What follows belongs to an exercise in optimizing a design on an open flow for small area and a short achievable clock period; a production flow would make more cautious choices.
In this exercise RTL edits were held to simulation tests only and were not proved equivalent to the original.

==> run G: inputs <==
==> flow/design.v (excerpt) <==
module pipeline (
  input  CLK,
  input  [31:0]counter_in,
  input  [127:0]target_hash,
  input  reset,
  output reg found,
  output reg [31:0]found_word
);
function [31:0] bswap(input [31:0] x);
  bswap = {x[7:0], x[15:8], x[23:16], x[31:24]};
endfunction
function eqadd(input [31:0] a, input [31:0] b, input [31:0] k);
  reg [31:0] cy;
  begin
    cy = {(a[30:0] & b[30:0]) | ((a[30:0] | b[30:0]) & ~k[30:0]), 1'b0};
    eqadd = ((a ^ b ^ k) == cy);
  end
endfunction
reg  [4:0]  step;
reg  [1:0]  ph;
reg  [31:0] q0, q1, q2, q3, t21, er;
wire busy = (step != 5'd22);
always @(posedge CLK)
  if (reset) begin step <= 5'd0; ph <= 2'd0; end
  else if (busy) begin
    ph <= (ph == 2'd2) ? 2'd0 : ph + 2'd1;
    if (ph == 2'd2) step <= step + 5'd1;
  end
reg  [31:0] ex, kc;
reg  [2:0]  rs;
wire [31:0] s001;
add_bk u_s001 (.a(~q0), .b(q1), .s(s001));
wire [31:0] dif = ~s001;   
always @* begin
  case (step)
    5'd0: begin ex = bswap(target_hash[95:64]); kc = 32'h10325478; rs = 3'd0; end
    5'd1: begin ex = bswap(target_hash[63:32]); kc = 32'h67452303; rs = 3'd0; end
    5'd2: begin ex = bswap(target_hash[31:0]); kc = 32'hefcdab8b; rs = 3'd0; end
    5'd3: begin ex = bswap(target_hash[127:96]); kc = 32'h98badd00; rs = 3'd0; end
    5'd4: begin ex = dif; kc = 32'h14792c70; rs = 3'd4; end
    5'd5: begin ex = dif; kc = 32'hd5282d46; rs = 3'd3; end
    5'd6: begin ex = dif; kc = 32'h42c50dcc; rs = 3'd2; end
    5'd7: begin ex = dif; kc = 32'h08ac817f; rs = 3'd1; end
    5'd8: begin ex = dif; kc = 32'hb1f7ee60; rs = 3'd4; end
    5'd9: begin ex = dif; kc = 32'h5cfebced; rs = 3'd3; end
    5'd10: begin ex = dif; kc = 32'h01d31921; rs = 3'd2; end
    5'd11: begin ex = dif; kc = 32'h905781b2; rs = 3'd1; end
    5'd12: begin ex = dif; kc = 32'h7a7ba1b0; rs = 3'd4; end
    5'd13: begin ex = dif; kc = 32'h00100b84; rs = 3'd3; end
  ...
Settings: LEC_CHECK=0, ABC_AREA=1, CAP_MARGIN=20, CORE_MARGIN=2, CORE_UTILIZATION=60, PLACE_DENSITY=0.7, SETUP_SLACK_MARGIN=3.6, SLEW_MARGIN=20; clock period 7.5 ns.
standard.sh (not shown) runs the stock make flow with config.mk's settings and CLKGATE_MAP_FILE= SYNTH_SCRIPT=/design/flow/synth_recipe.tcl, a recipe that flattens the netlist after the stock synthesis.
==> flow/flow/run.sh <==
#!/bin/bash
# Layout flow: the standard ORFS flow, with Yosys's full/half-adder
# extraction turned off (the RTL already spells out its adders as prefix
# networks), larger clock-tree sink clusters without dummy loads, and more
# antenna-repair rounds after detailed routing.
set -euo pipefail
bash standard.sh ADDER_MAP_FILE= MAX_REPAIR_ANTENNAS_ITER_DRT=10 ENABLE_RESISTANCE_AWARE=1 \
  "CTS_ARGS=-sink_clustering_enable -repair_clock_nets -dont_use_dummy_load -sink_clustering_size 28 -sink_clustering_max_diameter 90" \
  finish > standard.log 2>&1
==> run P: changes against run G <==
--- a/flow/design.v
+++ b/flow/design.v
@@ -786,95 +786,123 @@
 always @(posedge CLK) ap_39 <= s120;
 reg  [31:0] c_39;
 always @(posedge CLK) c_39 <= b_38;
 reg  [31:0] d_39;
 always @(posedge CLK) d_39 <= c_38;
 reg  [31:0] w_40;
 always @(posedge CLK) w_40 <= w_39;
-wire [31:0] wsy = bswap(w_40);
+wire [31:0] f_40 = (b_39 ^ c_39 ^ d_39);
 wire [31:0] s121;
-add_sk u_s121 (.a(~q1), .b(wsy), .s(s121));
-wire [31:0] y44_n = ~s121;
-wire [31:0] t43 = t21 ^ y44_n;
+add_sk u_s121 (.a(ap_39), .b(f_40), .s(s121));
+wire [31:0] x_40 = s121;
 wire [31:0] s122;
-add_sk u_s122 (.a(~q2), .b(t43), .s(s122));
-reg  [31:0] y43_b;
-always @(posedge CLK) y43_b <= ~s122;
-reg  [31:0] y44_b;
-always @(posedge CLK) y44_b <= y44_n;
-wire [31:0] f_40 = (b_39 ^ c_39 ^ d_39);
+add_sk u_s122 (.a(b_39), .b({x_40[27:0], x_40[31:28]}), .s(s122));
+reg  [31:0] b_40;
+always @(posedge CLK) b_40 <= s122;
 wire [31:0] s123;
-add_sk u_s123 (.a(ap_39), .b(f_40), .s(s123));
-wire [31:0] x_40 = s123;
+add_bk u_s123 (.a(d_39), .b(32'heaa127fa), .s(s123));
 wire [31:0] s124;
-add_sk u_s124 (.a(b_39), .b({x_40[27:0], x_40[31:28]}), .s(s124));
-reg  [31:0] b_40;
-always @(posedge CLK) b_40 <= s124;
-wire [31:0] s125;
-add_bk u_s125 (.a(d_39), .b(32'heaa127fa), .s(s125));
-wire [31:0] s126;
-add_sk u_s126 (.a(s125), .b(bswap(w_40)), .s(s126));
+add_sk u_s124 (.a(s123), .b(bswap(w_40)), .s(s124));
 reg  [31:0] ap_40;
-always @(posedge CLK) ap_40 <= s126;
+always @(posedge CLK) ap_40 <= s124;
 reg  [31:0] c_40;
 always @(posedge CLK) c_40 <= b_39;
 reg  [31:0] d_40;
 always @(posedge CLK) d_40 <= c_39;
 reg  [31:0] w_41;
 always @(posedge CLK) w_41 <= w_40;
-wire [31:0] t42 = q0 ^ y44_b ^ y43_b;
-wire [31:0] s127;
-add_bk u_s127 (.a(~q3), .b(t42), .s(s127));
-reg  [31:0] y42_c;
-always @(posedge CLK) y42_c <= ~s127;
-reg  [31:0] y43_c;
-always @(posedge CLK) y43_c <= y43_b;
-reg  [31:0] y44_c;
-always @(posedge CLK) y44_c <= y44_b;
 wire [31:0] f_41 = (b_40 ^ c_40 ^ d_40);
-wire [31:0] s128;
-add_sk u_s128 (.a(ap_40), .b(f_41), .s(s128));
-wire [31:0] x_41 = s128;
-wire [31:0] s129;
-add_sk u_s129 (.a(b_40), .b({x_41[20:0], x_41[31:21]}), .s(s129));
+wire [31:0] s125;
+add_sk u_s125 (.a(ap_40), .b(f_41), .s(s125));
+wire [31:0] x_41 = s125;
+wire [31:0] s126;
+add_sk u_s126 (.a(b_40), .b({x_41[20:0], x_41[31:21]}), .s(s126));
 reg  [31:0] b_41;
-always @(posedge CLK) b_41 <= s129;
-wire [31:0] s130;
-add_bk u_s130 (.a(d_40), .b(32'hd4ef3085), .s(s130));
+always @(posedge CLK) b_41 <= s126;
+wire [31:0] s127;
+add_bk u_s127 (.a(d_40), .b(32'hd4ef3085), .s(s127));
 reg  [31:0] ap_41;
-always @(posedge CLK) ap_41 <= s130;
+always @(posedge CLK) ap_41 <= s127;
 reg  [31:0] c_41;
 always @(posedge CLK) c_41 <= b_40;
 reg  [31:0] d_41;
 always @(posedge CLK) d_41 <= c_40;
 reg  [31:0] w_42;
 always @(posedge CLK) w_42 <= w_41;
-wire [31:0] f_42 = b_41 ^ c_41 ^ d_41;
+wire [31:0] f_42 = (b_41 ^ c_41 ^ d_41);
+wire [31:0] s128;
+add_sk u_s128 (.a(ap_41), .b(f_42), .s(s128));
+wire [31:0] x_42 = s128;
+wire [31:0] s129;
+add_sk u_s129 (.a(b_41), .b({x_42[15:0], x_42[31:16]}), .s(s129));
+reg  [31:0] b_42;
+always @(posedge CLK) b_42 <= s129;
+wire [31:0] s130;
+add_bk u_s130 (.a(d_41), .b(32'h04881d05), .s(s130));
+reg  [31:0] ap_42;
+always @(posedge CLK) ap_42 <= s130;
+reg  [31:0] c_42;
+always @(posedge CLK) c_42 <= b_41;
+reg  [31:0] d_42;
+always @(posedge CLK) d_42 <= c_41;
+reg  [31:0] w_43;
+always @(posedge CLK) w_43 <= w_42;
+wire [31:0] f_43 = (b_42 ^ c_42 ^ d_42);
 wire [31:0] s131;
-add_sk u_s131 (.a(ap_41), .b(f_42), .s(s131));
-wire [31:0] f_43 = y42_c ^ b_41 ^ c_41;
-wire [31:0] k_43 = 32'h04881d05;
-wire [31:0] ss_43 = d_41 ^ f_43 ^ k_43;
-wire [31:0] sc_43 = {(d_41[30:0] & f_43[30:0]) | (d_41[30:0] & k_43[30:0]) | (f_43[30:0] & k_43[30:0]), 1'b0};
+add_sk u_s131 (.a(ap_42), .b(f_43), .s(s131));
+wire [31:0] x_43 = s131;
 wire [31:0] s132;
-add_sk u_s132 (.a(ss_43), .b(sc_43), .s(s132));
-wire [31:0] f_44 = y43_c ^ y42_c ^ b_41;
-wire [31:0] k_44 = 32'hd9d4d039;
-wire [31:0] ss_44 = c_41 ^ f_44 ^ k_44;
-wire [31:0] sc_44 = {(c_41[30:0] & f_44[30:0]) | (c_41[30:0] & k_44[30:0]) | (f_44[30:0] & k_44[30:0]), 1'b0};
+add_sk u_s132 (.a(b_42), .b({x_43[8:0], x_43[31:9]}), .s(s132));
+reg  [31:0] b_43;
+always @(posedge CLK) b_43 <= s132;
 wire [31:0] s133;
-add_sk u_s133 (.a(ss_44), .b(sc_44), .s(s133));
-wire [31:0] f_45 = y44_c ^ y43_c ^ y42_c;
-wire [31:0] k_45 = 32'he6db99e5;
-wire [31:0] ss_45 = b_41 ^ f_45 ^ k_45;
-wire [31:0] sc_45 = {(b_41[30:0] & f_45[30:0]) | (b_41[30:0] & k_45[30:0]) | (f_45[30:0] & k_45[30:0]), 1'b0};
+add_bk u_s133 (.a(d_42), .b(32'hd9d4d039), .s(s133));
+reg  [31:0] ap_43;
+always @(posedge CLK) ap_43 <= s133;
+reg  [31:0] c_43;
+always @(posedge CLK) c_43 <= b_42;
+reg  [31:0] d_43;
+always @(posedge CLK) d_43 <= c_42;
+reg  [31:0] w_44;
+always @(posedge CLK) w_44 <= w_43;
+wire [31:0] f_44 = (b_43 ^ c_43 ^ d_43);
 wire [31:0] s134;
-add_sk u_s134 (.a(ss_45), .b(sc_45), .s(s134));
-always @(posedge CLK) found <= eqadd(b_41, {s131[15:0], s131[31:16]}, y42_c) & eqadd(y42_c, {s132[8:0], s132[31:9]}, y43_c) & eqadd(y43_c, {s133[27:0], s133[31:28]}, y44_c) & eqadd(y44_c, {s134[20:0], s134[31:21]}, q0);
-always @(posedge CLK) found_word <= w_42;
+add_sk u_s134 (.a(ap_43), .b(f_44), .s(s134));
+wire [31:0] x_44 = s134;
+wire [31:0] s135;
+add_sk u_s135 (.a(b_43), .b({x_44[27:0], x_44[31:28]}), .s(s135));
+reg  [31:0] b_44;
+always @(posedge CLK) b_44 <= s135;
+wire [31:0] s136;
+add_bk u_s136 (.a(d_43), .b(32'he6db99e5), .s(s136));
+reg  [31:0] ap_44;
+always @(posedge CLK) ap_44 <= s136;
+reg  [31:0] c_44;
+always @(posedge CLK) c_44 <= b_43;
+reg  [31:0] d_44;
+always @(posedge CLK) d_44 <= c_43;
+reg  [31:0] w_45;
+always @(posedge CLK) w_45 <= w_44;
+wire [31:0] f_45 = b_44 ^ c_44 ^ d_44;
+wire [31:0] s137;
+add_bk u_s137 (.a(ap_44), .b(f_45), .s(s137));
+reg  [31:0] x_45;
+always @(posedge CLK) x_45 <= s137;
+reg  [31:0] b44_k;
+always @(posedge CLK) b44_k <= b_44;
+reg  ok46;
+always @(posedge CLK) ok46 <= eqadd(d_44, q0 ^ b_44 ^ c_44, q3);
+reg  ok47;
+always @(posedge CLK) ok47 <= eqadd(c_44, t21 ^ b_44, q2);
+reg  ok48;
+always @(posedge CLK) ok48 <= eqadd(b_44, bswap(w_45), q1);
+reg  [31:0] w_46;
+always @(posedge CLK) w_46 <= w_45;
+always @(posedge CLK) found <= eqadd(b44_k, {x_45[20:0], x_45[31:21]}, q0) & ok46 & ok47 & ok48;
+always @(posedge CLK) found_word <= w_46;
 endmodule
 module add_bk (input [31:0] a, input [31:0] b, output [31:0] s);
   wire [31:0] g0 = a & b;
   wire [31:0] p0 = a ^ b;
   wire g_0 = g0[1] | (p0[1] & g0[0]);
   wire g_1 = g0[3] | (p0[3] & g0[2]);
   wire p_1 = p0[3] & p0[2];
==> flow/flow/run.sh (replaced) <==
#!/bin/bash
# Layout flow: the standard ORFS flow, with Yosys's full/half-adder
# extraction turned off (the RTL already spells out its adders as prefix
# networks), larger clock-tree sink clusters without dummy loads, and more
# antenna-repair rounds after detailed routing.
set -euo pipefail
bash standard.sh ADDER_MAP_FILE= MAX_REPAIR_ANTENNAS_ITER_DRT=10 \
  "CTS_ARGS=-sink_clustering_enable -repair_clock_nets -dont_use_dummy_load -sink_clustering_size 24 -sink_clustering_max_diameter 80" \
  finish > standard.log 2>&1
==> flow/config.mk (replaced) <==
export PLATFORM = sky130hd
export DESIGN_NAME = pipeline
export DESIGN_NICKNAME = pipeline
export VERILOG_FILES = /design/flow/design.v
export SDC_FILE = /design/flow/constraint.sdc
export NUM_CORES = 8
export LEC_CHECK = 0
export ABC_AREA = 1
export CAP_MARGIN = 20
export CORE_MARGIN = 2
export CORE_UTILIZATION = 55
export SETUP_SLACK_MARGIN = 3.2
export SLEW_MARGIN = 20
==> run summary <==
Sequential Area 142100 sq um; status complete, no violations; register area share after synthesis 41.19%; initial DRC count 41160; grt met3 use 9.679%; Simple-Gate Fraction of Synth Area 36.36%; Req. time, crit path 8.41 ns; vias per cell 5.624; crit-path cells xnor2_1, or2_2, nand3_1, nand2_1, nand2_1, o21ai_0, a31oi_1, nand3_1, nand2_1, xor2_1, a21oi_2, nand3_1, nor2_2, nand3_1, nor2_4, nand3_1, nor2_1; sequential cell area share 37.93%
-- figures above: run G

==> run summary <==
status complete, no violations; Req. time, crit path 8.44 ns; initial antenna violation count 89; register area share after synthesis 42.26%; Sequential Area 149600 sq um; top-count cell post-synth nand2_1; grt met3 use 5.033%; sequential cell area share 39.66%; Simple-Gate Fraction of Synth Area 35.55%; initial DRC count 29890; crit-path cells inv_1, nand2_1, nand2_1, nand2_1, a21oi_1, inv_1, nand2_1, xnor2_1, inv_1, or2_2, nand2_1, nand2_1, a31oi_1, nor2_1, nor2_1, inv_1, a21oi_1, nand2_1, nand2_1, nand2_1
-- figures above: run P


* * *

==> job 2294 <==
Another version of the RTL of pipeline (not shown whole).
Settings: LEC_CHECK=0, ABC_AREA=1, CAP_MARGIN=20, CORE_MARGIN=2, CORE_UTILIZATION=55, SETUP_SLACK_MARGIN=3.0, SLEW_MARGIN=20; clock period 7.5 ns.
run.sh (not shown) runs the stock make flow with config.mk's settings and CLKGATE_MAP_FILE= SYNTH_SCRIPT=/design/flow/synth_recipe.tcl, a recipe that flattens the netlist after the stock synthesis.
Stock flow here: none of the scripts above is used.
==> job 6449 (differences from job 2294) <==
--- a/flow/config.mk
+++ b/flow/config.mk
@@ -6,8 +6,7 @@
 export NUM_CORES = 8
 export LEC_CHECK = 0
-export ABC_AREA = 1
 export CAP_MARGIN = 20
 export CORE_MARGIN = 2
 export CORE_UTILIZATION = 55
-export SETUP_SLACK_MARGIN = 3.0
+export SETUP_SLACK_MARGIN = 4.0
 export SLEW_MARGIN = 20
==> job 5828 (differences from job 2294) <==
--- a/flow/config.mk
+++ b/flow/config.mk
@@ -9,5 +9,4 @@
 export CAP_MARGIN = 20
 export CORE_MARGIN = 2
-export CORE_UTILIZATION = 55
-export SETUP_SLACK_MARGIN = 3.0
+export CORE_UTILIZATION = 40
 export SLEW_MARGIN = 20
==> reports/metrics.cfg <==
[outcome]
status=timing/DRC/antenna clean

[cts]
cts-buffers-inserted=727

[placement]
place.detailed.hpwl_mm=876.7
dp_cells=38940

[finish]
utilization=0.7174

[route]
wl_met1_mm=458.8

[timing]
min_period_ps=6420

The numbers above come from job 6449.

==> reports/metrics.cfg <==
[outcome]
status=complete, but fails checks
violations=antenna violations

[route]
ant_nets=1
wl_met1_mm=545.1

The numbers above come from job 2294.

==> reports/metrics.cfg <==
[placement]
place.detailed.hpwl_mm=1302
dp_cells=54130

[timing]
min_period_ps=5832

[cts]
cts-buffers-inserted=768

[route]
wl_met1_mm=608.5

[outcome]
status=timing/DRC/antenna clean

The numbers above come from job 5828.

-- static timing again, ports no longer ideal --
The flow's constraints put no driver on any port. The routed layouts listed below were extracted and timed again, unchanged, in two steps. Step 1 assumes that a clkbuf_16 drives the clock port and a buf_2 every other input. Step 2 moves the port delays by t, midway between the first and last clock arrival at a register: inputs arrive t later, outputs are due t later. That takes back most of the time a late clock gives input paths. Slacks: ideal ports / drivers / drivers and shift; pairs: ideal ports / drivers.
run	t (ns)	slack for setup (ns)	worst data-port slew with drivers (ns)
run G	1.193	3.515 / 3.515 / 3.168	0.10
run P	1.246	3.306 / 3.306 / 3.306	0.32
job 2294	1.316	2.792 / 2.792 / 2.792	0.10
job 6449	1.263	1.080 / 1.080 / 1.080	0.07
job 5828	1.316	1.668 / 1.668 / 1.668	0.37
The setup slack of run G, which loses most, moves by 0.000 ns with the drivers and by -0.347 ns with both steps.
